This is an optimization exercise on Yosys and OpenROAD, whose aim is small area, a short achievable clock period and few clock cycles, not a production implementation. Where RTL was checked, it was by simulation tests only, not by an equivalence proof against the original. No functional check of the RTL was part of runs 4 to 6. Power and IR drop assume default switching activity.

==> design.v <==
`timescale 1ns/100ps
module cpu_system(
    input          clk,
    input          reset,
    output         imem_read,
    output [5:0]   imem_addr,
    input  [127:0] imem_rdata,
    input          imem_busywait,
    output         dmem_read,
    output         dmem_write,
    output [5:0]   dmem_addr,
    output [31:0]  dmem_wdata,
    input  [31:0]  dmem_rdata,
    input          dmem_busywait,
    output         ret_valid,
    output [31:0]  ret_pc,
    output         ret_rf_we,
    output [2:0]   ret_rf_waddr,
    output [7:0]   ret_rf_wdata
);
    localparam OP_LOADI = 4'd0,  OP_ADD = 4'd1,  OP_SUB = 4'd2,  OP_OR  = 4'd3,
               OP_AND   = 4'd4,  OP_NOP = 4'd5,  OP_BEQ = 4'd6,  OP_BNE = 4'd7,
               OP_LSL   = 4'd8,  OP_LSR = 4'd9,  OP_ASR = 4'd10, OP_ROR = 4'd11,
               OP_LWI   = 4'd12, OP_LWD = 4'd13, OP_SWI = 4'd14, OP_SWD = 4'd15;
    function [15:0] compress(input [31:0] ins, input [7:0] pclo);
        reg [4:0] op;
        reg [2:0] rd, rs, rt;
        reg [5:0] ab;
        reg [7:0] tgt;
        begin
            op  = ins[28:24];
            rd  = ins[18:16];
            rs  = ins[10:8];
            rt  = ins[2:0];
            tgt = pclo + 8'd1 + ins[23:16];
            if ((rs > rt) == ins[23]) ab = {rs, rt};
            else                      ab = {rt, rs};
            case (op)
                5'd0:  compress = {1'b0, OP_OR,  rd, 2'b00, rt, rt};
                5'd1:  compress = {1'b0, OP_LOADI, rd, ins[7:0]};
                5'd2:  compress = {1'b0, OP_ADD, rd, 2'b00, rs, rt};
                5'd3:  compress = {1'b0, OP_SUB, rd, 2'b00, rs, rt};
                5'd4:  compress = {1'b0, OP_OR,  rd, 2'b00, rs, rt};
                5'd5:  compress = {1'b0, OP_AND, rd, 2'b00, rs, rt};
                5'd6:  compress = {2'b10, tgt, 6'd0};
                5'd7:  compress = (rs == rt) ? {2'b10, tgt, 6'd0} : {2'b10, tgt, ab};
                5'd8:  compress = (rs == rt) ? {1'b0, OP_NOP, 11'd0} : {2'b11, tgt, ab};
                5'd9:  compress = {1'b0, OP_LSL, rd, 2'b00, rs, rt};
                5'd10: compress = {1'b0, OP_LSR, rd, 2'b00, rs, rt};
                5'd11: compress = {1'b0, OP_ASR, rd, 2'b00, rs, rt};
                5'd12: compress = {1'b0, OP_ROR, rd, 2'b00, rs, rt};
                5'd13: compress = {1'b0, OP_LWI, rd, ins[7:0]};
                5'd14: compress = {1'b0, OP_LWD, rd, 2'b00, rt, 3'd0};
                5'd15: compress = {1'b0, OP_SWI, ins[7:0], rs};
                5'd16: compress = {1'b0, OP_SWD, 5'd0, rt, rs};
                default: compress = {1'b0, OP_NOP, 11'd0};
            endcase
        end
    endfunction
    reg  [7:0]  pcf;                  
    reg  [63:0] ic_blk [0:7];
    reg  [2:0]  ic_tag [0:7];
    reg  [7:0]  ic_valid;
    reg         ireq;
    reg  [5:0]  iaddr;
    reg         xv, xpt, xiaddr;
    reg  [3:0]  xop;
    reg  [2:0]  xwa, xsh;
    reg  [7:0]  ximm, xpc, xa, xb;
    reg  [7:0]  rf [0:7];
    reg         wv, wwe;
    reg  [2:0]  wwa;
    reg  [7:0]  wwd, wpc;
    reg  [21:0] whi;
    reg         wdinc, wddec;
    reg  [31:0] dd [0:7];
    reg  [5:0]  dt [0:7];
    reg  [7:0]  dv, ddirty;
    reg  [1:0]  dstate;               
    reg  [5:0]  maddr;
    wire [2:0]  fidx = pcf[4:2];
    wire        fhit = ic_valid[fidx] && (ic_tag[fidx] == pcf[7:5]);
    wire [63:0] fblk = ic_blk[fidx];
    reg  [15:0] C;
    always @(*) begin
        case (pcf[1:0])
            2'd0: C = fblk[15:0];
            2'd1: C = fblk[31:16];
            2'd2: C = fblk[47:32];
            default: C = fblk[63:48];
        endcase
    end
    wire        c_br  = C[15];
    wire [3:0]  c_op  = c_br ? {3'b011, C[14]} : C[14:11];
    wire        c_pt  = c_br && (C[5:3] >= C[2:0]);
    wire [7:0]  c_imm = c_br ? C[13:6] : ((C[14:11] == OP_SWI) ? C[10:3] : C[7:0]);
    wire        c_iaddr = !c_br && (C[14:11] == OP_LWI || C[14:11] == OP_SWI);
    wire        x_mem   = (xop[3:2] == 2'b11);
    wire        x_store = (xop[3:1] == 3'b111);
    wire        x_we    = (xop <= OP_AND) || (xop[3] && !x_store);
    wire        x_sub   = (xop == OP_SUB);
    wire [7:0]  sum   = xa + (x_sub ? ~xb : xb) + {7'd0, x_sub};
    wire [7:0]  lsl   = xa << xsh;
    wire [7:0]  lsr   = xa >> xsh;
    wire [15:0] sx    = {{8{xa[7]}}, xa} >> xsh;
    wire [7:0]  asr   = sx[7:0];
    wire [15:0] rr    = {xa, xa} >> xsh;
    wire [7:0]  ror   = rr[7:0];
    wire [7:0]  daddr = xiaddr ? ximm : xa;
    wire [7:0]  hitv;
    genvar gi;
    generate for (gi = 0; gi < 8; gi = gi + 1) begin : g_hit
        assign hitv[gi] = dv[gi] && (dt[gi] == daddr[7:2]);
    end endgenerate
    wire        dhit = |hitv;
    reg  [31:0] hdata;
    integer k;
    always @(*) begin
        hdata = 32'd0;
        for (k = 0; k < 8; k = k + 1)
            hdata = hdata | (hitv[k] ? dd[k] : 32'd0);
    end
    wire        hdirty = |(hitv & ddirty);
    reg  [7:0]  ldb;
    reg  [31:0] merged;
    always @(*) begin
        case (daddr[1:0])
            2'd0: ldb = hdata[7:0];
            2'd1: ldb = hdata[15:8];
            2'd2: ldb = hdata[23:16];
            default: ldb = hdata[31:24];
        endcase
        merged = hdata;
        case (daddr[1:0])
            2'd0: merged[7:0]   = xb;
            2'd1: merged[15:8]  = xb;
            2'd2: merged[23:16] = xb;
            default: merged[31:24] = xb;
        endcase
    end
    wire        xhold     = xv && x_mem && !dhit;
    wire        xcomplete = xv && !(x_mem && !dhit);
    reg  [7:0]  result;
    always @(*) begin
        case (xop)
            OP_LOADI: result = ximm;
            OP_ADD, OP_SUB: result = sum;
            OP_OR:    result = xa | xb;
            OP_AND:   result = xa & xb;
            OP_LSL:   result = lsl;
            OP_LSR:   result = lsr;
            OP_ASR:   result = asr;
            OP_ROR:   result = ror;
            default:  result = ldb;
        endcase
    end
    wire        eq      = (xa == xb);
    wire        x_taken = (xop == OP_BEQ && eq) || (xop == OP_BNE && !eq);
    wire        mispred = xv && (x_taken != xpt);
    wire [7:0]  xpc1    = xpc + 8'd1;
    wire [7:0]  redir   = x_taken ? ximm : xpc1;
    wire [7:0]  off     = ximm - xpc1;
    wire        d_inc   = x_taken ? (!off[7] && (ximm <= xpc)) : (xpc == 8'hFF);
    wire        d_dec   = x_taken && off[7] && (ximm > xpc);
    wire [2:0]  c_a = C[5:3];
    wire [2:0]  c_b = C[2:0];
    wire        xfw = xv && x_we;
    wire [7:0]  fa  = (xfw && xwa == c_a) ? result : (wwe && wwa == c_a) ? wwd : rf[c_a];
    wire [7:0]  fb  = (xfw && xwa == c_b) ? result : (wwe && wwa == c_b) ? wwd : rf[c_b];
    always @(posedge clk) begin
        if (reset) begin
            xv  <= 1'b0;
            pcf <= 8'd0;
        end else if (mispred) begin
            xv  <= 1'b0;
            pcf <= redir;
        end else if (!xhold) begin
            xv <= fhit;
            if (fhit)
                pcf <= c_pt ? C[13:6] : pcf + 8'd1;
        end
    end
    always @(posedge clk) begin
        if (!xhold) begin
            xop    <= c_op;
            xpt    <= c_pt;
            xiaddr <= c_iaddr;
            xwa    <= C[10:8];
            xsh    <= C[2:0];
            ximm   <= c_imm;
            xpc    <= pcf;
            xa     <= fa;
            xb     <= fb;
        end
    end
    always @(posedge clk) begin
        if (reset) begin
            ireq     <= 1'b0;
            ic_valid <= 8'd0;
        end else if (ireq) begin
            if (!imem_busywait) begin
                ireq <= 1'b0;
                ic_valid[iaddr[2:0]] <= 1'b1;
            end
        end else if (!fhit && !mispred) begin
            ireq  <= 1'b1;
            iaddr <= pcf[7:2];
        end
    end
    always @(posedge clk) begin
        if (ireq && !imem_busywait) begin
            ic_tag[iaddr[2:0]] <= iaddr[5:3];
            ic_blk[iaddr[2:0]] <= {compress(imem_rdata[127:96], {iaddr, 2'd3}),
                                   compress(imem_rdata[95:64],  {iaddr, 2'd2}),
                                   compress(imem_rdata[63:32],  {iaddr, 2'd1}),
                                   compress(imem_rdata[31:0],   {iaddr, 2'd0})};
        end
    end
    wire        dupd  = xv && x_mem && dhit;
    wire        dfill = (dstate == 2'd1) && !dmem_busywait;
    integer j;
    always @(posedge clk) begin
        if (reset) begin
            dv     <= 8'd0;
            dstate <= 2'd0;
        end else begin
            if (dupd) begin
                for (j = 1; j < 8; j = j + 1)
                    if (|(hitv >> j)) begin
                        dv[j]     <= dv[j-1];
                        ddirty[j] <= ddirty[j-1];
                    end
                dv[0]     <= 1'b1;
                ddirty[0] <= hdirty | x_store;
            end
            if (dfill) begin
                dv[7]     <= 1'b1;
                ddirty[7] <= 1'b0;
            end
            case (dstate)
                2'd0: if (xhold) begin
                          dstate <= (dv[7] && ddirty[7]) ? 2'd2 : 2'd1;
                          maddr  <= daddr[7:2];
                      end
                2'd1: if (!dmem_busywait) dstate <= 2'd0;
                2'd2: if (!dmem_busywait) dstate <= 2'd1;
                default: dstate <= 2'd0;
            endcase
        end
    end
    always @(posedge clk) begin
        if (dupd) begin
            for (j = 1; j < 8; j = j + 1)
                if (|(hitv >> j)) begin
                    dd[j] <= dd[j-1];
                    dt[j] <= dt[j-1];
                end
            dd[0] <= x_store ? merged : hdata;
            dt[0] <= daddr[7:2];
        end
        if (dfill) begin
            dd[7] <= dmem_rdata;
            dt[7] <= maddr;
        end
    end
    assign dmem_read  = (dstate == 2'd1);
    assign dmem_write = (dstate == 2'd2);
    assign dmem_addr  = (dstate == 2'd2) ? dt[7] : maddr;
    assign dmem_wdata = dd[7];
    assign imem_read  = ireq;
    assign imem_addr  = iaddr;
    always @(posedge clk) begin
        if (reset) begin
            wv    <= 1'b0;
            wwe   <= 1'b0;
            whi   <= 22'd0;
            wdinc <= 1'b0;
            wddec <= 1'b0;
        end else begin
            wv  <= xcomplete;
            wwe <= xcomplete && x_we;
            if (xcomplete) begin
                wwa   <= xwa;
                wwd   <= result;
                wpc   <= xpc;
                whi   <= whi + {{21{wddec}}, wdinc | wddec};
                wdinc <= d_inc;
                wddec <= d_dec;
            end
        end
    end
    integer r;
    always @(posedge clk) begin
        if (reset) begin
            for (r = 0; r < 8; r = r + 1) rf[r] <= 8'd0;
        end else if (wwe) begin
            rf[wwa] <= wwd;
        end
    end
    assign ret_valid    = wv;
    assign ret_pc       = {whi, wpc, 2'b00};
    assign ret_rf_we    = wwe;
    assign ret_rf_waddr = wwa;
    assign ret_rf_wdata = wwd;
endmodule
==> run.sh <==
#!/bin/bash
# synth_recipe.tcl (not shown) runs the flow's synth.tcl, then flattens the netlist and writes it again
# the make line also repeats each setting of config.mk as NAME=value (left out here)
make -C /OpenROAD-flow-scripts/flow DESIGN_CONFIG=/design/flow/config.mk WORK_HOME=/design/flow/orfs CLKGATE_MAP_FILE= SYNTH_SCRIPT=/design/flow/synth_recipe.tcl finish
==> config.mk <==
export PLATFORM = sky130hd
export DESIGN_NAME = cpu_system
export DESIGN_NICKNAME = cpu_system
export VERILOG_FILES = /design/flow/design.v
export SDC_FILE = /design/flow/constraint.sdc
export NUM_CORES = 4
export LEC_CHECK = 0
export CAP_MARGIN = 20
export CORE_MARGIN = 2
export CORE_UTILIZATION = 40
export SETUP_SLACK_MARGIN = 5
export SLEW_MARGIN = 20
==> constraint.sdc <==
create_clock -name core_clock -period 10.0 [get_ports {clk}]
set_input_delay 2.0000 -clock core_clock [delete_from_list [all_inputs] [get_ports {clk}]]
set_output_delay 2.0000 -clock core_clock [all_outputs]
set_load 0.01 [all_outputs]
==> impl_metrics.env, run 1 <==
export IMPL_slew_violations=0
export IMPL_power_total_mw=9.25
export IMPL_core_area_sq_um=120000
export IMPL_ios=256
export IMPL_mostFrequentLayoutCell="edfxtp_1"
export IMPL_dp_hpwl_mm=83.2
export IMPL_synth_edff_count=987
export IMPL_grt_max_degree=58
export IMPL_first_pass_iters=6
export IMPL_synth_avg_cell_area_sq_um=14.4
export IMPL_cts_tree="done"
export IMPL_die_height_microns=351
export IMPL_hold_class="reg2reg"
export IMPL_clk_latency_ps=710
export IMPL_grt_overflow_total=0
export IMPL_setup_viol=0
export IMPL_layout_setup_ws_ps=5310
export IMPL_seq_area_frac_synth_pct=63.8
export IMPL_synth_cell_type_count=84
export IMPL_die_area_sq_um=123000
export IMPL_leakage_nw=19.1
export IMPL_synthAdderAreaFrac_pct=2.84
export IMPL_dp_slack_ps=4580
export IMPL_final_cell_mix="edfxtp_1 (987), nand2_1 (226), clkdlybuf4s50_1 (220)"
export IMPL_cts_sinks=1044
export IMPL_synth_compound_area_share_pct=8.94
export IMPL_clock_path_buffers=3
export IMPL_syn_area_sq_um=48300
export IMPL_fin_crit_sh_pct=46.9
export IMPL_worst_slew_pin_transition_ps=1110
export IMPL_async_flop_share_pct=0
export IMPL_antenna_left=0
export IMPL_cts_clk_slew_worst_paths_ps=60
export IMPL_num_rows=127
export IMPL_area_growth_pct=16.2
export IMPL_min_from="dd[0][23]"
export IMPL_tns_ps=0
export IMPL_via_count=29700
export IMPL_drc=0
export IMPL_synth_top_flop_cell="edfxtp_1"
export IMPL_rrSetupSlack_ps=5310
export IMPL_synth_area_leaders="edfxtp_1 (61%), mux4_2 (6.1%), mux2i_1 (3.1%)"
export IMPL_wl_per_cell_microns=24.1
export IMPL_muxShareOfSynthArea_pct=11.2
export IMPL_antenna_found_initial=3
export IMPL_drt_total_wl_mm=127
export IMPL_root_buffer="clkbuf_16"
export IMPL_grt_setup_unrepaired="false"
export IMPL_cap_violations=0
export IMPL_gp_congestion=0.915
export IMPL_io_buffers=221
export IMPL_synthXorXnorAreaFrac_pct=2.58
export IMPL_synth_top_cell_area_share_pct=61.4
export IMPL_max_slew_margin_pct=24.9
export IMPL_cts_buffers=108
export IMPL_htreeDepth=3
export IMPL_grt_pass1_vias=29800
export IMPL_post_dp_cell_area_sq_um=52400
export IMPL_status="finished clean"
export IMPL_worst_r2r_endpoint="pcf[6]"
export IMPL_cp_end_kind="register"
export IMPL_ys_ff_latch=1044
export IMPL_hold_viol_final=0
export IMPL_initial_core_util_pct=40.3
export IMPL_final_cell_area_sq_um=56100
export IMPL_drt_iter0_drc=2765
export IMPL_yosys_warnings=3
export IMPL_cp_max_fo=34
export IMPL_cp_required_ps=10640
export IMPL_worst_r2r_cell_count=16
export IMPL_worstPathArrival_ps=5340
export IMPL_fmax_mhz=213
export IMPL_start_kind="register"
export IMPL_path_class="reg2reg"
export IMPL_via_per_inst=5.63
export IMPL_hold_end="dd[1][23]"
export IMPL_grt_pass1_wl_mm=189
export IMPL_synth_simple_area_share_pct=8.19
export IMPL_finalNetCount=3849
export IMPL_hold_path_depth=0
export IMPL_powerDensity_nw_per_um2=165
export IMPL_netlist_top_cell_by_area="edfxtp_1"
export IMPL_fin_worst_skew_ps=29.9
export IMPL_ir_worst_vdd_mv=0.150
export IMPL_drive_above_1_share_pct=13.4
export IMPL_synth_top_family_by_area="multiplexers"
export IMPL_grtUsageTotal_pct=20.5
export IMPL_syn_inst=3345
export IMPL_fp_dieW_microns=351
export IMPL_period_minus_slack_ps=4690
-- how the worst max path moves through the flow --
| stage | from | to | slack, ps | cells past startpoint |
|---|---|---|---|---|
| floorplan | imem_busywait | ic_blk[7][0] | 4280 | 3 |
| global placement | imem_busywait | ic_blk[7][45] | 4590 | 5 |
| detailed placement | imem_busywait | ic_blk[7][43] | 4580 | 5 |
| CTS | register | pcf[6] | 5030 | 16 |
| global route | register | pcf[6] | 5030 | 16 |
| finish | register | pcf[6] | 5310 | 16 |
-- through the flow --
stage | cells | hold slack, ps | utilization (%)
2_1_floorplan | 3346 | 424 | -
3_3_place_gp | 5074 | 427 | 43.7
3_5_place_dp | 5074 | 432 | 43.7
4_1_cts | 5279 | 425 | 46.7
5_1_grt | 5284 | 446 | 46.8
6_report | 5286 | 432 | 46.8
-- area by class of cell --
class / count / area, sq um
Multi-Input combinational cell: 2014 / 16500
Clock inverter: 67 / 628
Clock buffer: 137 / 2870
Timing Repair Buffer: 294 / 2850
Sequential cell: 1044 / 30800
Tap cell: 1612 / 2020
Antenna cell: 2 / 5.00
Inverter: 116 / 435
Fill cell: 10600 / 63700
-- kinds of logic (layout without fill, tap and decap cells) --
kind of cell | count (synthesis) | after routing
flops | 1044 | 1044
simple gates | 783 | 783
compound gates | 620 | 620
mux | 360 | 360
buf+inv | 288 | 614
xor+xnor | 142 | 142
fa+ha+maj | 107 | 107
other cells | 1 | 4
-- power breakdown --
part / internal [mW] / switching, mW
logic: 0.167 / 0.256
registers: 4.82 / 0.0281
clock network: 2.25 / 1.73
-- worst max-delay path: stages, from the launching register on --
cell and delay, ps:
dfxtp_4 520, buf_4 550, mux2i_1 270, o22ai_1 110, nor4_1 280, o21ai_0 320
o21ai_4 210, buf_4 510, ha_1 330, nand2b_1 140, a21o_1 170, a21oi_1 370
nor2_4 140, mux2_2 290, o21ai_0 180, mux2i_1 100, nor2_1 100
-- Yosys cell counts, types with 18 or more instances --
library cell    n
ha_1          103
dfxtp_1        57
mux2_2         73
mux2i_1       151
nor2_1        157
buf_2          22
a21o_1         24
inv_1         115
nand2b_1       34
nand3_1        62
clkbuf_1      118
a22o_1         19
xor2_1         58
nand2_1       226
nand4_1        18
edfxtp_1      987
xnor2_1        84
o21ai_0        94
and3_1         30
mux4_2        130
nor2b_1        41
o22ai_1        19
nor3_1         41
and4_1         24
a22oi_1       144
and2_1         82
a222oi_1       24
o211ai_1       18
a21oi_1       123
-- state kept, by name, summed over array words and instances, names as in the netlist, 8 cells and up, named ones only --
name      flops
xpc           8
dt           48
ximm          8
rf           64
ddirty        8
xa            8
whi          22
ic_blk      512
xb            8
dv            8
ic_tag       24
wwd           8
wpc           8
ic_valid      8
dd          256
pcf           8
-- metal layers --
| metal | share of wire [%] | track usage [%] |
|---|---|---|
| met3 | 6.7 | 3.64 |
| met5 | 0.0094 | 0 |
| met1 | 42 | 27.3 |
| met4 | 3.5 | 7.37 |
| met2 | 48 | 33.6 |
-- repair_timing --
action | CTS | global route
endpoints found under the setup margin | 31 | 59
buffers inserted | 0 | 4
cloned | 1 | 0
gates resized for setup | 3 | 3
hold buffers | 0 | 0
Testbench counts, summed over its fixed seeds: cycles 139,270.
==> run 2, diff against run 1 <==
--- a/design.v
+++ b/design.v
@@ -25,6 +25,6 @@
     function [15:0] compress(input [31:0] ins, input [7:0] pclo);
-        reg [4:0] op;
-        reg [2:0] rd, rs, rt;
-        reg [5:0] ab;
-        reg [7:0] tgt;
+        reg [4:0]  op;
+        reg [2:0]  rd, rs, rt;
+        reg [7:0]  tgt;
+        reg [14:0] nb;
         begin
@@ -35,24 +35,33 @@
             tgt = pclo + 8'd1 + ins[23:16];
-            if ((rs > rt) == ins[23]) ab = {rs, rt};
-            else                      ab = {rt, rs};
             case (op)
-                5'd0:  compress = {1'b0, OP_OR,  rd, 2'b00, rt, rt};
-                5'd1:  compress = {1'b0, OP_LOADI, rd, ins[7:0]};
-                5'd2:  compress = {1'b0, OP_ADD, rd, 2'b00, rs, rt};
-                5'd3:  compress = {1'b0, OP_SUB, rd, 2'b00, rs, rt};
-                5'd4:  compress = {1'b0, OP_OR,  rd, 2'b00, rs, rt};
-                5'd5:  compress = {1'b0, OP_AND, rd, 2'b00, rs, rt};
-                5'd6:  compress = {2'b10, tgt, 6'd0};
-                5'd7:  compress = (rs == rt) ? {2'b10, tgt, 6'd0} : {2'b10, tgt, ab};
-                5'd8:  compress = (rs == rt) ? {1'b0, OP_NOP, 11'd0} : {2'b11, tgt, ab};
-                5'd9:  compress = {1'b0, OP_LSL, rd, 2'b00, rs, rt};
-                5'd10: compress = {1'b0, OP_LSR, rd, 2'b00, rs, rt};
-                5'd11: compress = {1'b0, OP_ASR, rd, 2'b00, rs, rt};
-                5'd12: compress = {1'b0, OP_ROR, rd, 2'b00, rs, rt};
-                5'd13: compress = {1'b0, OP_LWI, rd, ins[7:0]};
-                5'd14: compress = {1'b0, OP_LWD, rd, 2'b00, rt, 3'd0};
-                5'd15: compress = {1'b0, OP_SWI, ins[7:0], rs};
-                5'd16: compress = {1'b0, OP_SWD, 5'd0, rt, rs};
-                default: compress = {1'b0, OP_NOP, 11'd0};
+                5'd0:  nb = {OP_OR,  rd, 2'b00, rt, rt};
+                5'd1:  nb = {OP_LOADI, rd, ins[7:0]};
+                5'd2:  nb = {OP_ADD, rd, 2'b00, rs, rt};
+                5'd3:  nb = {OP_SUB, rd, 2'b00, rs, rt};
+                5'd4:  nb = {OP_OR,  rd, 2'b00, rs, rt};
+                5'd5:  nb = {OP_AND, rd, 2'b00, rs, rt};
+                5'd9:  nb = {OP_LSL, rd, 2'b00, rs, rt};
+                5'd10: nb = {OP_LSR, rd, 2'b00, rs, rt};
+                5'd11: nb = {OP_ASR, rd, 2'b00, rs, rt};
+                5'd12: nb = {OP_ROR, rd, 2'b00, rs, rt};
+                5'd13: nb = {OP_LWI, rd, ins[7:0]};
+                5'd14: nb = {OP_LWD, rd, 2'b00, rt, 3'd0};
+                5'd15: nb = {OP_SWI, ins[7:0], rs};
+                5'd16: nb = {OP_SWD, 5'd0, rt, rs};
+                default: nb = {OP_NOP, 11'd0};
             endcase
+            if (op == 5'd6 || op == 5'd7 || op == 5'd8)
+                compress = {1'b1, op == 5'd8, tgt, (op == 5'd6) ? rt : rs, rt};
+            else
+                compress = {1'b0, nb};
+        end
+    endfunction
+    function predict(input [31:0] ins);
+        reg [4:0] op;
+        reg       same;
+        begin
+            op   = ins[28:24];
+            same = (ins[10:8] == ins[2:0]);
+            predict = (op == 5'd6) || (op == 5'd7 && (same || ins[23])) ||
+                      (op == 5'd8 && !same && ins[23]);
         end
@@ -63,2 +72,3 @@
     reg  [7:0]  ic_valid;
+    reg  [31:0] pbit;                 
     reg         ireq;
@@ -78,4 +88,4 @@
     reg  [7:0]  dv, ddirty;
-    reg  [1:0]  dstate;               
-    reg  [5:0]  maddr;
+    reg         drd, dwr;             
+    reg  [5:0]  dma;                  
     wire [2:0]  fidx = pcf[4:2];
@@ -94,3 +104,3 @@
     wire [3:0]  c_op  = c_br ? {3'b011, C[14]} : C[14:11];
-    wire        c_pt  = c_br && (C[5:3] >= C[2:0]);
+    wire        c_pt  = c_br && pbit[pcf[4:0]];
     wire [7:0]  c_imm = c_br ? C[13:6] : ((C[14:11] == OP_SWI) ? C[10:3] : C[7:0]);
@@ -210,2 +220,9 @@
     always @(posedge clk) begin
+        if (mispred)
+            pbit[xpc[4:0]] <= x_taken;
+        if (ireq && !imem_busywait)
+            pbit[{iaddr[2:0], 2'd0} +: 4] <= {predict(imem_rdata[127:96]), predict(imem_rdata[95:64]),
+                                              predict(imem_rdata[63:32]),  predict(imem_rdata[31:0])};
+    end
+    always @(posedge clk) begin
         if (ireq && !imem_busywait) begin
@@ -219,3 +236,3 @@
     wire        dupd  = xv && x_mem && dhit;
-    wire        dfill = (dstate == 2'd1) && !dmem_busywait;
+    wire        dfill = drd && !dmem_busywait;
     integer j;
@@ -223,4 +240,5 @@
         if (reset) begin
-            dv     <= 8'd0;
-            dstate <= 2'd0;
+            dv  <= 8'd0;
+            drd <= 1'b0;
+            dwr <= 1'b0;
         end else begin
@@ -239,11 +257,19 @@
             end
-            case (dstate)
-                2'd0: if (xhold) begin
-                          dstate <= (dv[7] && ddirty[7]) ? 2'd2 : 2'd1;
-                          maddr  <= daddr[7:2];
-                      end
-                2'd1: if (!dmem_busywait) dstate <= 2'd0;
-                2'd2: if (!dmem_busywait) dstate <= 2'd1;
-                default: dstate <= 2'd0;
-            endcase
+            if (drd) begin
+                if (!dmem_busywait) drd <= 1'b0;
+            end else if (dwr) begin
+                if (!dmem_busywait) begin
+                    dwr <= 1'b0;
+                    drd <= 1'b1;
+                    dma <= daddr[7:2];
+                end
+            end else if (xhold) begin
+                if (dv[7] && ddirty[7]) begin
+                    dwr <= 1'b1;
+                    dma <= dt[7];
+                end else begin
+                    drd <= 1'b1;
+                    dma <= daddr[7:2];
+                end
+            end
         end
@@ -262,8 +288,8 @@
             dd[7] <= dmem_rdata;
-            dt[7] <= maddr;
+            dt[7] <= dma;
         end
     end
-    assign dmem_read  = (dstate == 2'd1);
-    assign dmem_write = (dstate == 2'd2);
-    assign dmem_addr  = (dstate == 2'd2) ? dt[7] : maddr;
+    assign dmem_read  = drd;
+    assign dmem_write = dwr;
+    assign dmem_addr  = dma;
     assign dmem_wdata = dd[7];
==> flow/run.sh (new file) <==
#!/bin/bash
# The standard layout (the standard.sh), with timing repair aiming below
# the clock period, and plain buffers on the ports. The whole make output goes
# to standard_flow.log here; each tool's own log is under orfs/logs/.
set -euo pipefail
bash standard.sh SETUP_SLACK_MARGIN=6.5 TNS_END_PERCENT=0 "BUFFER_PORTS_ARGS=-buffer_cell sky130_fd_sc_hd__buf_2" finish > standard_flow.log 2>&1
==> standard.sh (new file) <==
#!/bin/bash
# synth_recipe.tcl (not shown) runs the flow's synth.tcl, then flattens the netlist and writes it again
# the make line also repeats each setting of config.mk as NAME=value (left out here)
make -C /OpenROAD-flow-scripts/flow DESIGN_CONFIG=/design/flow/config.mk WORK_HOME=/design/flow/orfs CLKGATE_MAP_FILE= SYNTH_SCRIPT=/design/flow/synth_recipe.tcl "${@:-finish}"
--- a/config.mk
+++ b/config.mk
@@ -9,4 +9,4 @@
 export CORE_MARGIN = 2
-export CORE_UTILIZATION = 40
-export SETUP_SLACK_MARGIN = 5
+export CORE_UTILIZATION = 55
+export CTS_BUF_LIST = sky130_fd_sc_hd__clkbuf_8
 export SLEW_MARGIN = 20
removed: run.sh
==> run 2 against run 1 <==
Combinational power increased by 24%. Power shrank 1.9%. Still clean. Via count up 11%.
==> impl_metrics.env, run 2 <==
export IMPL_status="finished clean"
export IMPL_cp_required_ps=10600
export IMPL_grtUsageTotal_pct=30.2
export IMPL_cp_max_fo=30
export IMPL_drt_total_wl_mm=141
export IMPL_crit_path_frequent_cell="buf_12"
export IMPL_syn_area_sq_um=50200
export IMPL_grt_pass1_vias=33700
export IMPL_largest_reg_flops=512
export IMPL_netlist_top_cell_by_area="edfxtp_1"
export IMPL_synth_edff_count=987
export IMPL_crit_buf_inv=4
export IMPL_cts_buffers=174
export IMPL_mostFrequentLayoutCell="edfxtp_1"
export IMPL_dp_slack_ps=4180
export IMPL_core_area_sq_um=90100
export IMPL_comb_power_share_pct=5.8
export IMPL_synth_area_leaders="edfxtp_1 (59%), mux4_2 (6.4%), dfxtp_1 (3.6%)"
export IMPL_hold_end="dd[2][5]"
export IMPL_timing_hold_ws_ps=439
export IMPL_antenna_left=0
export IMPL_cts_clk_slew_worst_paths_ps=60
export IMPL_power_switching_mw=2.11
export IMPL_htreeDepth=4
export IMPL_instances_no_fill=5255
export IMPL_num_rows=110
export IMPL_grt_max_degree=50
export IMPL_start_kind="register"
export IMPL_first_pass_iters=7
export IMPL_worst_r2r_endpoint="xb[7]"
export IMPL_clk_latency_ps=860
export IMPL_r2r_start="xiaddr"
export IMPL_hold_viol_final=0
export IMPL_fmax_mhz=266
export IMPL_via_per_inst=6.28
export IMPL_path_cells="buf_12 -> buf_12 -> mux2i_4 -> buf_12 -> xor2_1 -> and4_2 -> and2_1 -> buf_12 -> a2111o_1 -> nor4_2 -> a211oi_1 -> nor3_2 -> o22ai_1"
export IMPL_clkPwrFrac_pct=38.9
export IMPL_max_slew_margin_pct=25.9
export IMPL_wl_per_cell_microns=26.9
export IMPL_layout_setup_ws_ps=6230
export IMPL_seqCellArea_sq_um=31400
export IMPL_finalNetCount=4205
export IMPL_cts_tree="done"
export IMPL_yosysMostFrequentCell="edfxtp_1"
export IMPL_tns_ps=0
export IMPL_cp_slowest_cell="a2111o_1"
export IMPL_gp_congestion=0.910
export IMPL_synth_avg_cell_area_sq_um=14.1
export IMPL_fin_crit_sh_pct=37.7
export IMPL_ir_worst_vdd_mv=0.154
export IMPL_powerDensity_nw_per_um2=158
export IMPL_worstPathArrival_ps=4360
export IMPL_holdBufCountCts=0
export IMPL_seq_area_frac_synth_pct=62.6
export IMPL_ys_ff_latch=1076
export IMPL_dp_cells=4812
export IMPL_slowest_delay_ps=460
export IMPL_p_seq_share_pct=55.4
export IMPL_synth_top_flop_cell="edfxtp_1"
export IMPL_period_minus_slack_ps=3770
export IMPL_worst_slew_pin_transition_ps=1110
export IMPL_die_height_microns=306
export IMPL_synth_cell_type_count=97
export IMPL_setup_viol=0
export IMPL_drt_iter0_drc=3258
export IMPL_die_area_sq_um=93600
export IMPL_slew_violations=0
export IMPL_async_flop_share_pct=0
export IMPL_area_growth_pct=14.6
export IMPL_dp_hpwl_mm=89.9
export IMPL_root_buffer="clkbuf_8"
export IMPL_syn_inst=3552
export IMPL_drc=0
export IMPL_antenna_found_initial=6
export IMPL_grt_setup_unrepaired="true"
export IMPL_synth_top_cell_area_share_pct=59.1
export IMPL_cap_violations=0
export IMPL_grt_pass1_wl_mm=211
export IMPL_cp_end_kind="register"
export IMPL_cts_sinks=1076
export IMPL_path_delay_family="simple AND/OR/NAND/NOR gates"
export IMPL_ios=256
export IMPL_p_int_mw=6.96
export IMPL_yosys_warnings=3
export IMPL_leakage_nw=20.5
export IMPL_grt_overflow_total=0
export IMPL_fin_worst_skew_ps=36.1
export IMPL_io_buffers=221
export IMPL_path_class="reg2reg"
export IMPL_drive_above_1_share_pct=23.9
export IMPL_hold_class="reg2reg"
export IMPL_synthTopCellsByCount="edfxtp_1 (987), nand2_1 (307), nor2_1 (179)"
export IMPL_multiInputGateArea_sq_um=18000
export IMPL_min_from="dd[1][5]"
export IMPL_p_sw_share_pct=23.3
export IMPL_clock_path_buffers=3
export IMPL_rrSetupSlack_ps=6230
export IMPL_hold_path_depth=0
export IMPL_via_count=33000
export IMPL_initial_core_util_pct=55.6
export IMPL_final_cell_mix="edfxtp_1 (987), nand2_1 (305), buf_2 (221)"
export IMPL_worst_r2r_cell_count=13
export IMPL_fillers=6757
export IMPL_fp_dieW_microns=306
[run 2: metrics by stage]
stage                     power (mW)  utilization, %  cell area, sq um
after CTS                       9.12            63.3             57000
final                           9.07            63.8             57500
after detailed placement        5.59            58.1             52400
after floorplan                 5.40               -             50300
after global placement          5.57            58.1             52400
after global routing            9.37            63.8             57500
[run 2: worst reg2reg max path, cell delays in order (launching register included)]
cell and delay, ps:
edfxtp_1 410, buf_12 170, buf_12 130, mux2i_4 180
buf_12 180, xor2_1 140, and4_2 320, and2_1 250
buf_12 200, a2111o_1 490, nor4_2 380, a211oi_1 120
nor3_2 410, o22ai_1 140
[run 2: worst max path at each step]
stage / startpoint / endpoint / depth (start not counted)
3_5_place_dp: register / xa[4] / 10
2_1_floorplan: imem_busywait / ic_blk[1][0] / 3
5_1_grt: register / xa[4] / 11
4_1_cts: wwa[0] / ret_rf_waddr[0] / 1
6_report: xiaddr / xb[7] / 13
3_3_place_gp: register / xa[5] / 10
[run 2: cells by family (layout without fill, tap and decap cells)]
group	count (synthesis)	in the layout	share of synthesized area [%]
xor+xnor	148	148	2.60
buf+inv	304	823	2.71
compound gates	666	666	9.24
other cells	1	7	0.00748
flops	1076	1076	62.6
simple gates	896	897	8.83
fa+ha+maj	98	98	2.50
mux	363	364	11.5
[run 2: layout make-up]
type,instances,share of cell area (%)
diodes,5,0.0218
clock buffers,181,4.33
clock inverters,126,1.15
inverters,110,0.736
multi-input cells,2175,31.3
flip-flops and latches,1076,54.7
well taps,1176,2.56
repair buffers,406,5.16
[run 2: per-layer routing]
layer	share of wire (%)	track usage, %	wire length [microns]	vias to the layer above
li1	-	-	-	14700
met1	39	37.7	54800	16700
met3	6.1	4.26	8640	282
met5	0	0	0	-
met2	52	53.6	73000	1351
met4	3.4	11.1	4770	0
[run 2: power by group through the flow]
stage	clock network [mW]	registers (mW)	logic, mW
2_1_floorplan	0	5.10	0.304
3_3_place_gp	0	5.12	0.450
3_5_place_dp	0	5.13	0.466
4_1_cts	3.59	5.02	0.512
5_1_grt	3.78	5.02	0.565
6_report	3.53	5.02	0.524
[run 2: what timing repair did]
action / in CTS / in global routing
endpoints found under the hold margin: 0 / 0
gates cloned: 4 / 1
resized for setup: 126 / 32
endpoints found under the setup margin: 741 / 755
setup buffers: 94 / 32
pin swaps: 18 / 18
Testbench counts of run 2, summed over its fixed seeds: cycles 133,427.
==> run 3, diff against run 2 <==
--- a/flow/run.sh
+++ b/flow/run.sh
@@ -5,2 +5,2 @@
 set -euo pipefail
-bash standard.sh SETUP_SLACK_MARGIN=6.5 TNS_END_PERCENT=0 "BUFFER_PORTS_ARGS=-buffer_cell sky130_fd_sc_hd__buf_2" finish > standard_flow.log 2>&1
+bash standard.sh SETUP_SLACK_MARGIN=7 TNS_END_PERCENT=0 "BUFFER_PORTS_ARGS=-buffer_cell sky130_fd_sc_hd__buf_2" finish > standard_flow.log 2>&1
--- a/config.mk
+++ b/config.mk
@@ -9,3 +9,3 @@
 export CORE_MARGIN = 2
-export CORE_UTILIZATION = 55
+export CORE_UTILIZATION = 65
 export CTS_BUF_LIST = sky130_fd_sc_hd__clkbuf_8
==> run 3 against run 2 <==
Clock power down 2%. Clock-buffer cell count fell by 8. Utilization up 12 points. Routed wire length is 0.88% lower. Non-clock buffer count is 18 higher. Largest power group unchanged.
==> impl_metrics.env, run 3 <==
export IMPL_synth_area_leaders="edfxtp_1 (59%), mux4_2 (6.4%), dfxtp_1 (3.6%)"
export IMPL_synth_top_flop_cell="edfxtp_1"
export IMPL_power_total_mw=9.01
export IMPL_num_rows=101
export IMPL_synthTopCellsByCount="edfxtp_1 (987), nand2_1 (307), nor2_1 (179)"
export IMPL_cp_end_kind="register"
export IMPL_fillers=4700
export IMPL_cp_slowest_cell="or4_4"
export IMPL_fmax_mhz=275
export IMPL_syn_area_sq_um=50200
export IMPL_hold_path_depth=0
export IMPL_die_height_microns=282
export IMPL_clock_path_buffers=3
export IMPL_path_cells="inv_2 -> ha_4 -> or4_4 -> or3_4 -> a211o_4 -> xnor2_4 -> buf_6 -> nand3_4 -> buf_4 -> nor4_2 -> mux2i_1 -> o22ai_1"
export IMPL_max_slew_margin_pct=23.8
export IMPL_tns_ps=0
export IMPL_cp_max_fo=5
export IMPL_fin_worst_skew_ps=55.6
export IMPL_async_flop_share_pct=0
export IMPL_grt_max_degree=68
export IMPL_synth_edff_count=987
export IMPL_wl_per_cell_microns=27.3
export IMPL_root_buffer="clkbuf_8"
export IMPL_instances_no_fill=5136
export IMPL_holdBufCountCts=0
export IMPL_cp_required_ps=10670
export IMPL_path_class="reg2reg"
export IMPL_htreeDepth=4
export IMPL_clk_latency_ps=850
export IMPL_leakage_nw=20.7
export IMPL_ios=256
export IMPL_yosysMostFrequentCell="edfxtp_1"
export IMPL_powerDensity_nw_per_um2=156
export IMPL_cts_buffers=169
export IMPL_cts_clk_slew_worst_paths_ps=70
export IMPL_ir_worst_vdd_mv=0.164
export IMPL_post_route_util_pct=75.9
export IMPL_yosys_warnings=3
export IMPL_finalNetCount=4223
export IMPL_start_kind="register"
export IMPL_status="finished clean"
export IMPL_initial_core_util_pct=65.8
export IMPL_final_cell_mix="edfxtp_1 (987), nand2_1 (305), buf_2 (221)"
export IMPL_fp_dieW_microns=282
export IMPL_core_area_sq_um=76200
export IMPL_io_buffers=221
export IMPL_seq_area_frac_synth_pct=62.6
export IMPL_worst_slew_pin_transition_ps=1130
export IMPL_grt_pass1_vias=33800
export IMPL_worstPathArrival_ps=4310
export IMPL_timing_hold_ws_ps=417
export IMPL_grt_pass1_wl_mm=205
export IMPL_slew_violations=0
export IMPL_fin_crit_sh_pct=36.4
export IMPL_via_per_inst=6.61
export IMPL_grt_overflow_total=0
export IMPL_cts_sinks=1076
export IMPL_die_area_sq_um=79400
export IMPL_drt_iter0_drc=3447
export IMPL_drive_above_1_share_pct=25.1
export IMPL_ys_ff_latch=1076
export IMPL_dp_cells=4662
export IMPL_grtUsageTotal_pct=35.0
export IMPL_netlist_top_cell_by_area="edfxtp_1"
export IMPL_slowest_delay_ps=530
export IMPL_cap_violations=0
export IMPL_area_growth_pct=15.3
export IMPL_first_pass_iters=8
export IMPL_gp_congestion=0.934
export IMPL_syn_inst=3552
export IMPL_largest_reg_flops=512
export IMPL_hold_class="reg2reg"
export IMPL_mostFrequentLayoutCell="edfxtp_1"
export IMPL_via_count=34000
export IMPL_dp_hpwl_mm=86.1
export IMPL_antenna_left=0
export IMPL_antenna_found_initial=8
export IMPL_grt_setup_unrepaired="true"
export IMPL_drc=0
export IMPL_setup_viol=0
export IMPL_hold_viol_final=0
export IMPL_drt_total_wl_mm=140
export IMPL_synth_cell_type_count=97
export IMPL_cts_tree="done"
export IMPL_period_minus_slack_ps=3640
export IMPL_synth_top_cell_area_share_pct=59.1
export IMPL_worst_r2r_cell_count=12
export IMPL_synth_avg_cell_area_sq_um=14.1
-- run 3: final cells by class --
class / count / area (sq um) / share of cell area, %
inverters: 110 / 420 / 0.727
well taps: 1030 / 1290 / 2.23
clock inverters: 136 / 734 / 1.27
multi-input cells: 2180 / 18300 / 31.6
repair buffers: 424 / 3250 / 5.62
diodes: 7 / 17.5 / 0.0303
flip-flops and latches: 1076 / 31400 / 54.4
clock buffers: 173 / 2380 / 4.12
-- run 3: worst paths after layout --
check / slack, ps / startpoint / end
setup / recovery: 6360 / xa[6] / pbit[28]
hold reg to reg: 420 / dd[4][6] / dd[5][6]
setup reg to reg: 6360 / xa[6] / pbit[28]
hold / removal: 420 / dd[4][6] / dd[5][6]
-- run 3: kinds of logic (layout without fill, tap and decap cells) --
family,Yosys count,count (layout),share of synthesized area [%]
adder cells (fa/ha/maj),98,98,2.50
AO/OA/AOI/OAI,666,668,9.24
flip-flops,1076,1076,62.6
other,1,9,0.00748
multiplexers,363,364,11.5
AND/OR/NAND/NOR,896,900,8.83
XOR/XNOR,148,148,2.60
buffers and inverters,304,843,2.71
-- run 3: power breakdown --
part | internal, mW | switching, mW | leakage (nW) | total (mW)
combinational | 0.207 | 0.327 | 8.99 | 0.534
sequential | 4.98 | 0.0432 | 9.91 | 5.02
clock | 1.67 | 1.79 | 1.82 | 3.46
total | 6.86 | 2.16 | 20.7 | 9.01
-- run 3: metal layers --
metal | GRT usage (%) | wire [microns] | up-vias
met5 | 0 | 39 | -
met4 | 18.1 | 7360 | 6
met3 | 5.88 | 11800 | 403
met2 | 59.4 | 70400 | 1960
met1 | 43.4 | 50400 | 16900
li1 | - | - | 14700
-- run 3: worst max-delay path: cells and delay by family (launching register included) --
family	cells	cell delay, ps
AND/OR/NAND/NOR	4	1310
flip-flops	1	520
AO/OA/AOI/OAI	2	490
buffers and inverters	3	460
multiplexers	1	310
XOR/XNOR	1	210
adder cells (fa/ha/maj)	1	200
-- run 3: metrics by stage --
| step | instance area, sq um | setup WS (ps) |
|---|---|---|
| after floorplan | 50300 | 5620 |
| after detailed placement | 52200 | 4980 |
| after global placement | 52200 | 5080 |
| after CTS | 56900 | 6390 |
| after global routing | 57800 | 6280 |
| final | 57800 | 6360 |
-- run 3: what timing repair did --
item	CTS	global route
cloned	11	8
pin swaps	27	29
setup buffers	95	44
resized for setup	139	88
endpoints found under the setup margin	1330	1410
==> run 4, diff against run 3 <==
--- a/design.v
+++ b/design.v
@@ -308,5 +308,2 @@
             if (xcomplete) begin
-                wwa   <= xwa;
-                wwd   <= result;
-                wpc   <= xpc;
                 whi   <= whi + {{21{wddec}}, wdinc | wddec};
@@ -317,2 +314,7 @@
     end
+    always @(posedge clk) begin
+        wwa <= xwa;
+        wwd <= result;
+        wpc <= xpc;
+    end
     integer r;
--- a/flow/run.sh
+++ b/flow/run.sh
@@ -5,2 +5,2 @@
 set -euo pipefail
-bash standard.sh SETUP_SLACK_MARGIN=7 TNS_END_PERCENT=0 "BUFFER_PORTS_ARGS=-buffer_cell sky130_fd_sc_hd__buf_2" finish > standard_flow.log 2>&1
+bash standard.sh SETUP_SLACK_MARGIN=8 TNS_END_PERCENT=0 "BUFFER_PORTS_ARGS=-buffer_cell sky130_fd_sc_hd__buf_2" finish > standard_flow.log 2>&1
--- a/config.mk
+++ b/config.mk
@@ -9,3 +9,3 @@
 export CORE_MARGIN = 2
-export CORE_UTILIZATION = 65
+export CORE_UTILIZATION = 70
 export CTS_BUF_LIST = sky130_fd_sc_hd__clkbuf_8
==> run 4 against run 3 <==
Critical path depth is 1 lower. Sequential share of layout area is 0.92 points higher. Clock skew is 5.0 ps higher. Utilization is 4.7 points higher. Global-route usage is 2.4 points higher. Area after synthesis is 0.99% lower. Critical path type unchanged. Largest power group unchanged.
==> impl_metrics.env, run 4 <==
export IMPL_grt_max_degree=51
export IMPL_worstPathArrival_ps=4420
export IMPL_post_route_util_pct=80.6
export IMPL_mostFrequentLayoutCell="edfxtp_1"
export IMPL_antenna_found_initial=8
export IMPL_first_pass_iters=7
export IMPL_largest_reg_flops=512
export IMPL_powerDensity_nw_per_um2=160
export IMPL_clk_latency_ps=870
export IMPL_syn_area_sq_um=49700
export IMPL_grt_overflow_total=0
export IMPL_seq_area_frac_synth_pct=62.9
export IMPL_ir_worst_vdd_mv=0.174
export IMPL_netlist_top_cell_by_area="edfxtp_1"
export IMPL_fin_crit_sh_pct=37.2
export IMPL_ys_ff_latch=1076
export IMPL_period_minus_slack_ps=3720
export IMPL_cp_end_kind="register"
export IMPL_grt_pass1_vias=34200
export IMPL_grt_setup_unrepaired="true"
export IMPL_drt_total_wl_mm=140
export IMPL_root_buffer="clkbuf_8"
export IMPL_start_kind="register"
export IMPL_synth_cell_type_count=88
export IMPL_gp_congestion=0.963
export IMPL_cts_tree="done"
export IMPL_synthTopCellsByCount="edfxtp_1 (968), nand2_1 (252), a22oi_1 (176)"
export IMPL_fmax_mhz=269
export IMPL_via_count=33700
export IMPL_yosysMostFrequentCell="edfxtp_1"
export IMPL_hold_class="reg2reg"
export IMPL_synth_edff_count=968
export IMPL_wl_per_cell_microns=28.6
export IMPL_initial_core_util_pct=70.8
export IMPL_synth_top_cell_area_share_pct=58.5
export IMPL_dp_hpwl_mm=84.5
export IMPL_area_growth_pct=13.9
export IMPL_setup_viol=0
export IMPL_worst_slew_pin_transition_ps=1170
export IMPL_synth_top_flop_cell="edfxtp_1"
export IMPL_htreeDepth=4
export IMPL_io_buffers=221
export IMPL_ios=256
export IMPL_fp_dieW_microns=270
export IMPL_leakage_nw=20.2
export IMPL_fin_worst_skew_ps=60.6
export IMPL_drt_iter0_drc=4577
export IMPL_slew_violations=0
export IMPL_synth_area_leaders="edfxtp_1 (59%), mux4_2 (6.9%), dfxtp_1 (4.4%)"
export IMPL_grt_pass1_wl_mm=204
export IMPL_final_cell_mix="edfxtp_1 (968), nand2_1 (249), buf_2 (221)"
export IMPL_max_slew_margin_pct=21.4
export IMPL_core_area_sq_um=70100
export IMPL_syn_inst=3420
export IMPL_finalNetCount=4064
export IMPL_via_per_inst=6.92
export IMPL_min_from="xpc[5]"
export IMPL_yosys_warnings=3
export IMPL_clock_path_buffers=3
export IMPL_num_rows=97
export IMPL_die_area_sq_um=73100
export IMPL_async_flop_share_pct=0
export IMPL_timing_hold_ws_ps=398
export IMPL_cts_clk_slew_worst_paths_ps=60
export IMPL_hold_viol_final=0
export IMPL_cts_sinks=1076
export IMPL_cp_max_fo=12
export IMPL_die_height_microns=270
export IMPL_cap_violations=0
export IMPL_drc=0
export IMPL_antenna_left=0
export IMPL_drive_above_1_share_pct=25.7
export IMPL_grtUsageTotal_pct=37.3
export IMPL_cts_buffers=166
export IMPL_path_class="reg2reg"
export IMPL_synth_avg_cell_area_sq_um=14.5
export IMPL_holdBufCountCts=0
export IMPL_tns_ps=0
export IMPL_cp_required_ps=10690
export IMPL_status="finished clean"
==> run 4: area by class of cell <==
type | instances | area [sq um]
antenna | 3 | 7.51
clock buffer | 174 | 2390
clock inverter | 125 | 703
fill | 3690 | 13600
inverter | 101 | 399
multi-input combinational | 2079 | 17700
sequential | 1076 | 31300
tap | 940 | 1180
timing repair buffer | 378 | 2850
==> run 4: per-layer routing <==
metal	share of wire [%]	track usage (%)	vias to the layer above
li1	-	-	14200
met1	35	46.6	16500
met2	50	61.8	2485
met3	11	8.05	500
met4	5.0	19.7	12
met5	0.044	0	-
==> run 4: worst paths after layout <==
check | end | slack [ps] | cells past startpoint
max | pcf[4] | 6280 | 11
min | wpc[5] | 400 | 0
max reg2reg | pcf[4] | 6280 | 11
min reg2reg | wpc[5] | 400 | 0
==> run 4: logic make-up (layout without fill, tap and decap cells) <==
| family | Yosys count | in the layout | synth area share [%] |
|---|---|---|---|
| AO/OA/AOI/OAI | 658 | 660 | 9.22 |
| XOR/XNOR | 151 | 151 | 2.66 |
| adder cells (fa/ha/maj) | 98 | 98 | 2.53 |
| buffers and inverters | 269 | 778 | 2.48 |
| flip-flops | 1076 | 1076 | 62.9 |
| multiplexers | 401 | 401 | 12.4 |
| other | 1 | 5 | 0.00755 |
| AND/OR/NAND/NOR | 766 | 767 | 7.84 |
==> run 4: per-stage QoR <==
step	area, sq um	instances	power (mW)	setup WS [ps]
6_report	56500	4876	9.05	6280
5_1_grt	56500	4875	9.28	6320
4_1_cts	55900	4827	9.01	6410
3_5_place_dp	51700	4467	5.60	4950
3_3_place_gp	51700	4466	5.57	4960
2_1_floorplan	49800	3421	5.41	5670
==> run 4: what timing repair did <==
item,CTS,global route
setup buffers,56,42
gates cloned,5,4
setup endpoints to repair,1841,1839
pin swaps,8,18
resized for setup,103,66
==> run 4: critical path, cell delays in order (launching register included) <==
cell and delay (ps):
dfxtp_4 440, buf_4 150, buf_12 170, mux4_2 510, nand2_1 80, nand2_1 90, a222oi_1 860, mux2i_1 510
mux2i_1 300, o21ai_0 130, mux2i_1 240, nor2_2 90
==> run 4: power by group <==
| group | leakage, nW | switching (mW) | internal, mW | total (mW) |
|---|---|---|---|---|
| Clock | 1.77 | 1.77 | 1.71 | 3.48 |
| Combinational | 8.54 | 0.332 | 0.209 | 0.540 |
| Sequential | 9.91 | 0.0550 | 4.97 | 5.03 |
==> run 5, diff against run 4 <==
--- a/design.v
+++ b/design.v
@@ -205,2 +205,5 @@
     end
+    wire [5:0]  nblk      = pcf[7:2] + 6'd1;
+    wire        nhit      = ic_valid[nblk[2:0]] && (ic_tag[nblk[2:0]] == nblk[5:3]);
+    wire        fseq_miss = fhit && !c_pt && (pcf[1:0] == 2'd3) && !nhit && !xhold && !mispred;
     always @(posedge clk) begin
@@ -217,2 +220,5 @@
             iaddr <= pcf[7:2];
+        end else if (fseq_miss) begin
+            ireq  <= 1'b1;
+            iaddr <= nblk;
         end
==> run 5 against run 4 <==
Power increased by 1.9%. Sequential power about the same. Cell count increased by 2.7%. Critical path depth increased by 2. Via count increased by 2.1%. Largest power group unchanged. Combinational power increased by 0.9%. Non-clock buffer count decreased by 20. Critical endpoint is now pbit[14]. Synthesized cell count increased by 4.2%. Largest cell class unchanged. Clock power increased by 5%. Still clean on timing, DRC and antenna. Die area increased by 0.78%. Worst hold slack got worse by 20 ps. Critical path type unchanged.
==> impl_metrics.env, run 5 <==
export IMPL_final_cell_mix="edfxtp_1 (968), nand2_1 (292), buf_2 (221)"
export IMPL_syn_inst=3565
export IMPL_fp_dieW_microns=271
export IMPL_yosysMostFrequentCell="edfxtp_1"
export IMPL_hold_viol_final=0
export IMPL_power_total_mw=9.22
export IMPL_dp_cells=4606
export IMPL_root_buffer="clkbuf_8"
export IMPL_wl_per_cell_microns=27.8
export IMPL_post_dp_cell_area_sq_um=52200
export IMPL_fin_crit_sh_pct=38.6
export IMPL_die_area_sq_um=73700
export IMPL_async_flop_share_pct=0
export IMPL_worst_slew_pin_transition_ps=1140
export IMPL_cts_buffers=169
export IMPL_antenna_found_initial=2
export IMPL_dp_hpwl_mm=86.7
export IMPL_core_area_sq_um=71100
export IMPL_cap_violations=0
export IMPL_gp_congestion=0.891
export IMPL_drt_total_wl_mm=139
export IMPL_dp_slack_ps=4170
export IMPL_drt_iter0_drc=4579
export IMPL_grtUsageTotal_pct=37.8
export IMPL_layout_setup_ws_ps=6140
export IMPL_first_pass_iters=9
export IMPL_synth_avg_cell_area_sq_um=14.0
export IMPL_grt_pass1_wl_mm=207
export IMPL_initial_core_util_pct=70.4
export IMPL_hold_class="reg2reg"
export IMPL_yosys_warnings=3
export IMPL_seqCellArea_sq_um=31300
export IMPL_max_slew_margin_pct=22.9
export IMPL_ys_ff_latch=1076
export IMPL_fin_worst_skew_ps=56.8
export IMPL_leakage_nw=20.3
export IMPL_seq_area_frac_synth_pct=62.4
export IMPL_powerDensity_nw_per_um2=162
export IMPL_worstPathArrival_ps=4540
export IMPL_status="finished clean"
export IMPL_grt_pass1_vias=34700
export IMPL_drive_above_1_share_pct=23.1
export IMPL_ir_worst_vdd_mv=0.156
export IMPL_holdBufCountCts=0
export IMPL_clk_latency_ps=850
export IMPL_cp_end_kind="register"
export IMPL_start_kind="register"
export IMPL_synth_cell_type_count=93
export IMPL_final_cell_area_sq_um=56800
export IMPL_clock_path_buffers=3
export IMPL_syn_area_sq_um=50100
export IMPL_grt_overflow_total=0
export IMPL_synth_edff_count=968
export IMPL_htreeDepth=4
export IMPL_num_rows=98
export IMPL_cts_tree="done"
export IMPL_netlist_top_cell_by_area="edfxtp_1"
export IMPL_tns_ps=0
export IMPL_synth_top_flop_cell="edfxtp_1"
export IMPL_grt_setup_unrepaired="true"
export IMPL_ios=256
export IMPL_instances_no_fill=5007
export IMPL_fillers=3870
export IMPL_cts_clk_slew_worst_paths_ps=60
export IMPL_mostFrequentLayoutCell="edfxtp_1"
export IMPL_largest_reg_flops=512
export IMPL_io_buffers=221
export IMPL_fmax_mhz=259
export IMPL_cp_required_ps=10680
export IMPL_via_count=34400
export IMPL_die_height_microns=271
export IMPL_multiInputGateArea_sq_um=18200
export IMPL_grt_max_degree=60
export IMPL_slew_violations=0
export IMPL_cts_sinks=1076
export IMPL_period_minus_slack_ps=3860
export IMPL_synthTopCellsByCount="edfxtp_1 (968), nand2_1 (295), nor2_1 (191)"
export IMPL_path_class="reg2reg"
export IMPL_area_growth_pct=13.5
export IMPL_cp_max_fo=8
export IMPL_synth_top_cell_area_share_pct=58.1
export IMPL_via_per_inst=6.88
export IMPL_drc=0
export IMPL_setup_viol=0
export IMPL_antenna_left=0
export IMPL_synth_area_leaders="edfxtp_1 (58%), mux4_2 (6.9%), dfxtp_1 (4.3%)"
export IMPL_finalNetCount=4174
-- run 5: cell count changes after synthesis, moves of 27 or more --
cell and delta:
nor2_1 +27, a22oi_1 -41, clkbuf_1 +28, nand2_1 +43, a221oi_1 +31, mux2_2 -29
-- run 5: final cells by class --
class,instances,share of cell area [%]
Tap cell,950,2.09
Multi-Input combinational cell,2193,32.0
Sequential cell,1076,55.0
Clock buffer,177,4.29
Antenna cell,2,0.00881
Clock inverter,138,1.54
Inverter,113,0.755
Timing Repair Buffer,358,4.32
-- run 5: routing by layer --
metal,track usage (%),wire length [microns],vias to the layer above
li1,-,-,14700
met1,46.3,48300,16800
met2,63.7,69400,2484
met3,6.77,13300,464
met4,21.7,8310,0
met5,0,0,-
-- run 5: repair_timing --
item                       in CTS  in global routing
gates cloned                    6                  0
resized for setup              89                 14
buffers inserted               73                  5
setup endpoints to repair    1848               1845
pin swaps                      11                  3
-- run 5: per-stage QoR --
step	hold WS, ps	utilization, %
floorplan	346	-
global route	400	79.9
CTS	385	79.8
finish	379	79.9
detailed placement	370	73.4
global placement	366	73.4
-- run 5: cell families after synthesis --
| kind of cell | after synthesis | share of synthesized area (%) |
|---|---|---|
| AOI/OAI and AO/OA | 721 | 10.0 |
| xor gates and xnor gates | 160 | 2.80 |
| adders and majority gates | 99 | 2.53 |
| buffers and inverters | 301 | 2.47 |
| DFF | 1076 | 62.4 |
| muxes | 362 | 11.5 |
| other | 1 | 0.00749 |
| and+or+nand+nor | 845 | 8.31 |
-- run 5: path summary, 6_finish.rpt --
kind / start / endpoint / slack [ps] / depth (start not counted)
min reg2reg: xpc[5] / wpc[5] / 380 / 0
max reg2reg: xb[5] / pbit[14] / 6140 / 13
min: xpc[5] / wpc[5] / 380 / 0
max: xb[5] / pbit[14] / 6140 / 13
-- run 5: worst max-delay path, stage by stage, from the launching register on --
cell	delay (ps)
edfxtp_1	500
inv_1	150
ha_1	240
or4_4	560
or3_4	410
a211oi_4	280
buf_12	140
xnor2_1	70
nand2b_4	190
or2_4	270
or4_4	480
nor2_2	130
mux2i_1	200
o22ai_1	90
-- run 5: power by group --
part           switching, mW  internal, mW
Clock                   1.78          1.87
Sequential            0.0577          4.97
Combinational          0.336         0.208
==> run 6, diff against run 5 <==
--- a/config.mk
+++ b/config.mk
@@ -7,2 +7,3 @@
 export LEC_CHECK = 0
+export ABC_AREA = 1
 export CAP_MARGIN = 20
==> run 6 against run 5 <==
Synthesized cell count rose by 63%. Utilization decreased by 0.74 points. Area after synthesis increased by 7.6%. Still clean on timing, DRC and antenna. Sequential power fell by 1%. Via count rose by 33%. Largest cell class unchanged. Die area up 7.5%. Critical path type is now reg2out. Global-route usage rose by 2.3 points. Routed wire length rose by 16%. Combinational power increased by 0.9%. Register-to-register slack better by 310 ps. Clock-buffer cell count up 3.
==> impl_metrics.env, run 6 <==
export IMPL_htreeDepth=4
export IMPL_synth_top_cell_area_share_pct=54.0
export IMPL_comb_power_share_pct=6.0
export IMPL_tns_ps=0
export IMPL_area_growth_pct=11.8
export IMPL_path_class="reg2out"
export IMPL_fillers=5070
export IMPL_powerDensity_nw_per_um2=151
export IMPL_worst_r2r_endpoint="ddirty[2]"
export IMPL_grt_pass1_vias=42200
export IMPL_m1WireLength_mm=59.2
export IMPL_fin_worst_skew_ps=44.1
export IMPL_grt_pass1_wl_mm=240
export IMPL_num_rows=101
export IMPL_period_minus_slack_ps=3610
export IMPL_hold_viol_final=0
export IMPL_seqCellArea_sq_um=31200
export IMPL_die_area_sq_um=79200
export IMPL_dp_cells=6901
export IMPL_syn_inst=5824
export IMPL_drc=0
export IMPL_yosysMostFrequentCell="nand2_1"
export IMPL_via_per_inst=6.27
export IMPL_power_switching_mw=2.22
export IMPL_r2r_start="xiaddr"
export IMPL_synth_top_flop_cell="edfxtp_1"
export IMPL_ios=256
export IMPL_final_cell_area_sq_um=60200
export IMPL_dr_wl_met2_mm=73.1
export IMPL_die_height_microns=281
export IMPL_clk_latency_ps=850
export IMPL_met3_length_mm=21.8
export IMPL_antenna_found_initial=6
export IMPL_initial_core_util_pct=70.8
export IMPL_worstPathArrival_ps=1610
export IMPL_seq_area_frac_synth_pct=58.0
export IMPL_first_pass_iters=6
export IMPL_ys_ff_latch=1076
export IMPL_path_delay_family="flip-flops"
export IMPL_clock_path_buffers=3
export IMPL_crit_buf_inv=1
export IMPL_synth_edff_count=968
export IMPL_cap_violations=0
export IMPL_slowest_delay_ps=550
export IMPL_p_seq_share_pct=54.8
export IMPL_netlist_top_cell_by_area="edfxtp_1"
export IMPL_synth_avg_cell_area_sq_um=9.25
export IMPL_grt_max_degree=81
export IMPL_cts_buffers=168
export IMPL_cts_sinks=1076
export IMPL_fp_dieW_microns=281
export IMPL_ir_worst_vdd_mv=0.137
export IMPL_setup_viol=0
export IMPL_grt_setup_unrepaired="true"
export IMPL_clkPwrFrac_pct=39.2
export IMPL_synth_area_leaders="edfxtp_1 (54%), nand2_1 (10%), nand3_1 (5.5%)"
export IMPL_grtUsageTotal_pct=40.0
export IMPL_fmax_mhz=277
export IMPL_dp_hpwl_mm=101
export IMPL_gp_congestion=0.978
export IMPL_mostFrequentLayoutCell="nand2_1"
export IMPL_holdBufCountCts=0
export IMPL_cp_end_kind="output pin"
export IMPL_cp_required_ps=8000
export IMPL_timing_hold_ws_ps=413
export IMPL_drt_total_wl_mm=162
export IMPL_root_buffer="clkbuf_8"
export IMPL_hold_end="wwa[0]"
export IMPL_min_from="xwa[0]"
export IMPL_p_int_mw=6.88
export IMPL_status="finished clean"
export IMPL_multiInputGateArea_sq_um=19800
export IMPL_via_count=45800
export IMPL_synthTopCellsByCount="nand2_1 (1486), edfxtp_1 (968), nor2_1 (656)"
export IMPL_core_area_sq_um=76100
export IMPL_syn_area_sq_um=53900
export IMPL_grt_overflow_total=0
export IMPL_largest_reg_flops=512
export IMPL_start_kind="register"
export IMPL_drt_iter0_drc=6350
export IMPL_max_slew_margin_pct=22.0
export IMPL_layout_setup_ws_ps=6390
export IMPL_io_buffers=221
export IMPL_instances_no_fill=7301
export IMPL_leakage_nw=24.7
export IMPL_finalNetCount=6394
export IMPL_path_cells="buf_2"
export IMPL_synth_cell_type_count=64
export IMPL_dp_slack_ps=4350
export IMPL_p_sw_share_pct=24.4
export IMPL_cts_clk_slew_worst_paths_ps=60
export IMPL_final_cell_mix="nand2_1 (1468), edfxtp_1 (968), nor2_1 (636)"
export IMPL_top_layer="met5"
export IMPL_hold_path_depth=0
export IMPL_crit_start="iaddr[2]"
export IMPL_worst_r2r_cell_count=18
export IMPL_cp_max_fo=3
export IMPL_rrSetupSlack_ps=6450
export IMPL_slew_violations=0
export IMPL_async_flop_share_pct=0
export IMPL_worst_slew_pin_transition_ps=1170
export IMPL_yosys_warnings=3
export IMPL_cp_slowest_cell="edfxtp_1"
export IMPL_fin_crit_sh_pct=36.1
export IMPL_drive_above_1_share_pct=12.1
export IMPL_antenna_left=0
export IMPL_cts_tree="done"
export IMPL_wl_per_cell_microns=22.2
export IMPL_hold_class="reg2reg"
export IMPL_post_dp_cell_area_sq_um=55600
==> run 6: cell count changes in the layout (fill, tap and decap cells not counted), sizes merged, moves of 68 or more <==
cell and change:
a22oi -131, and2 -68, inv +417, mux2 -87
mux2i -118, mux4 -154, nand2 +1224, nand3 +548
nor2 +482, o21ai +399, xnor2 -89
==> run 6: stage by stage <==
stage | util [%] | power [mW]
floorplan | - | 5.37
global placement | 73.0 | 5.56
detailed placement | 73.0 | 5.58
CTS | 78.1 | 9.05
global route | 79.1 | 9.33
finish | 79.2 | 9.10
==> run 6: cell families (layout without fill, tap and decap cells) <==
group	count (synthesis)	in the layout	share of synthesized area [%]
fa+ha+maj	99	99	2.35
xor+xnor	71	71	1.15
simple gates	2933	2937	23.0
buf+inv	767	1205	6.12
flops	1076	1076	58.0
other cells	1	6	0.00696
mux	3	3	0.0557
compound gates	874	874	9.35
==> run 6: worst max-delay path by stage <==
| stage | slack [ps] | endpoint | cells past startpoint |
|---|---|---|---|
| floorplan | 6180 | ic_blk[2][0] | 5 |
| global placement | 4360 | dd[4][24] | 14 |
| detailed placement | 4350 | dd[4][25] | 14 |
| CTS | 6370 | imem_addr[1] | 1 |
| global route | 6320 | ddirty[2] | 17 |
| finish | 6390 | imem_addr[2] | 1 |
==> run 6: final cells by class <==
class                      instances  share of cell area (%)
multi-input combinational       3986                    32.9
clock buffer                     180                    4.11
tap                             1030                    2.14
timing repair buffer             362                    4.21
clock inverter                   126                    1.20
antenna                            4                  0.0166
timing repair inverter             6                  0.0706
inverter                         531                    3.47
sequential                      1076                    51.9
==> run 6: power groups by stage <==
| stage | clock [mW] | combinational [mW] | sequential (mW) |
|---|---|---|---|
| after floorplan | 0 | 0.305 | 5.07 |
| after global placement | 0 | 0.482 | 5.08 |
| after detailed placement | 0 | 0.494 | 5.08 |
| after CTS | 3.55 | 0.512 | 4.99 |
| after global routing | 3.75 | 0.597 | 4.99 |
| final | 3.56 | 0.550 | 4.98 |
==> run 6: layer usage <==
layer	vias up	GRT usage [%]
met1	21300	54.3
met3	568	8.92
met5	-	0
met2	3325	62.4
met4	4	18.1
li1	20600	-
==> run 6: timing repair <==
| action | in CTS | in global routing |
|---|---|---|
| cloned | 8 | 7 |
| pin swaps | 9 | 6 |
| setup endpoints to repair | 1845 | 1845 |
| buffers inserted | 30 | 44 |
| resized for setup | 80 | 87 |

afterwards: timing with drivers on the ports:
The results above use ideal ports. As a check the final layouts listed here were re-extracted and re-timed, cells and wires unchanged.
Step 1 sets driving cells, clkbuf_16 on the clock port and buf_2 on the other inputs (assumed; they add their load-dependent delay and slew).
Step 2, shift: input delay + t, output delay - t, t = (earliest + latest rising clock arrival at the registers) / 2. This alone moves slack from input paths to output paths.
Three values: ideal ports, drivers, drivers and shift; two values: the first two.
run	t, ns	setup slack, ns	worst setup path at the end	worst data-port slew with drivers (ns)
run 1	0.761	5.307 / 5.269 / 4.508	input to register	0.17
run 2	0.903	6.234 / 6.234 / 5.404	input to register	0.06
run 3	0.885	6.362 / 6.362 / 5.579	input to register	0.11
run 4	0.893	6.276 / 6.276 / 5.567	input to register	0.10
run 5	0.893	6.144 / 6.144 / 5.388	input to register	0.08
run 6	0.895	6.389 / 6.323 / 5.601	input to register	0.06
After both steps setup and hold are still met in every run listed. For run 2, which loses most, drivers alone change the setup slack by 0.000 ns; drivers and shift together by -0.830 ns.
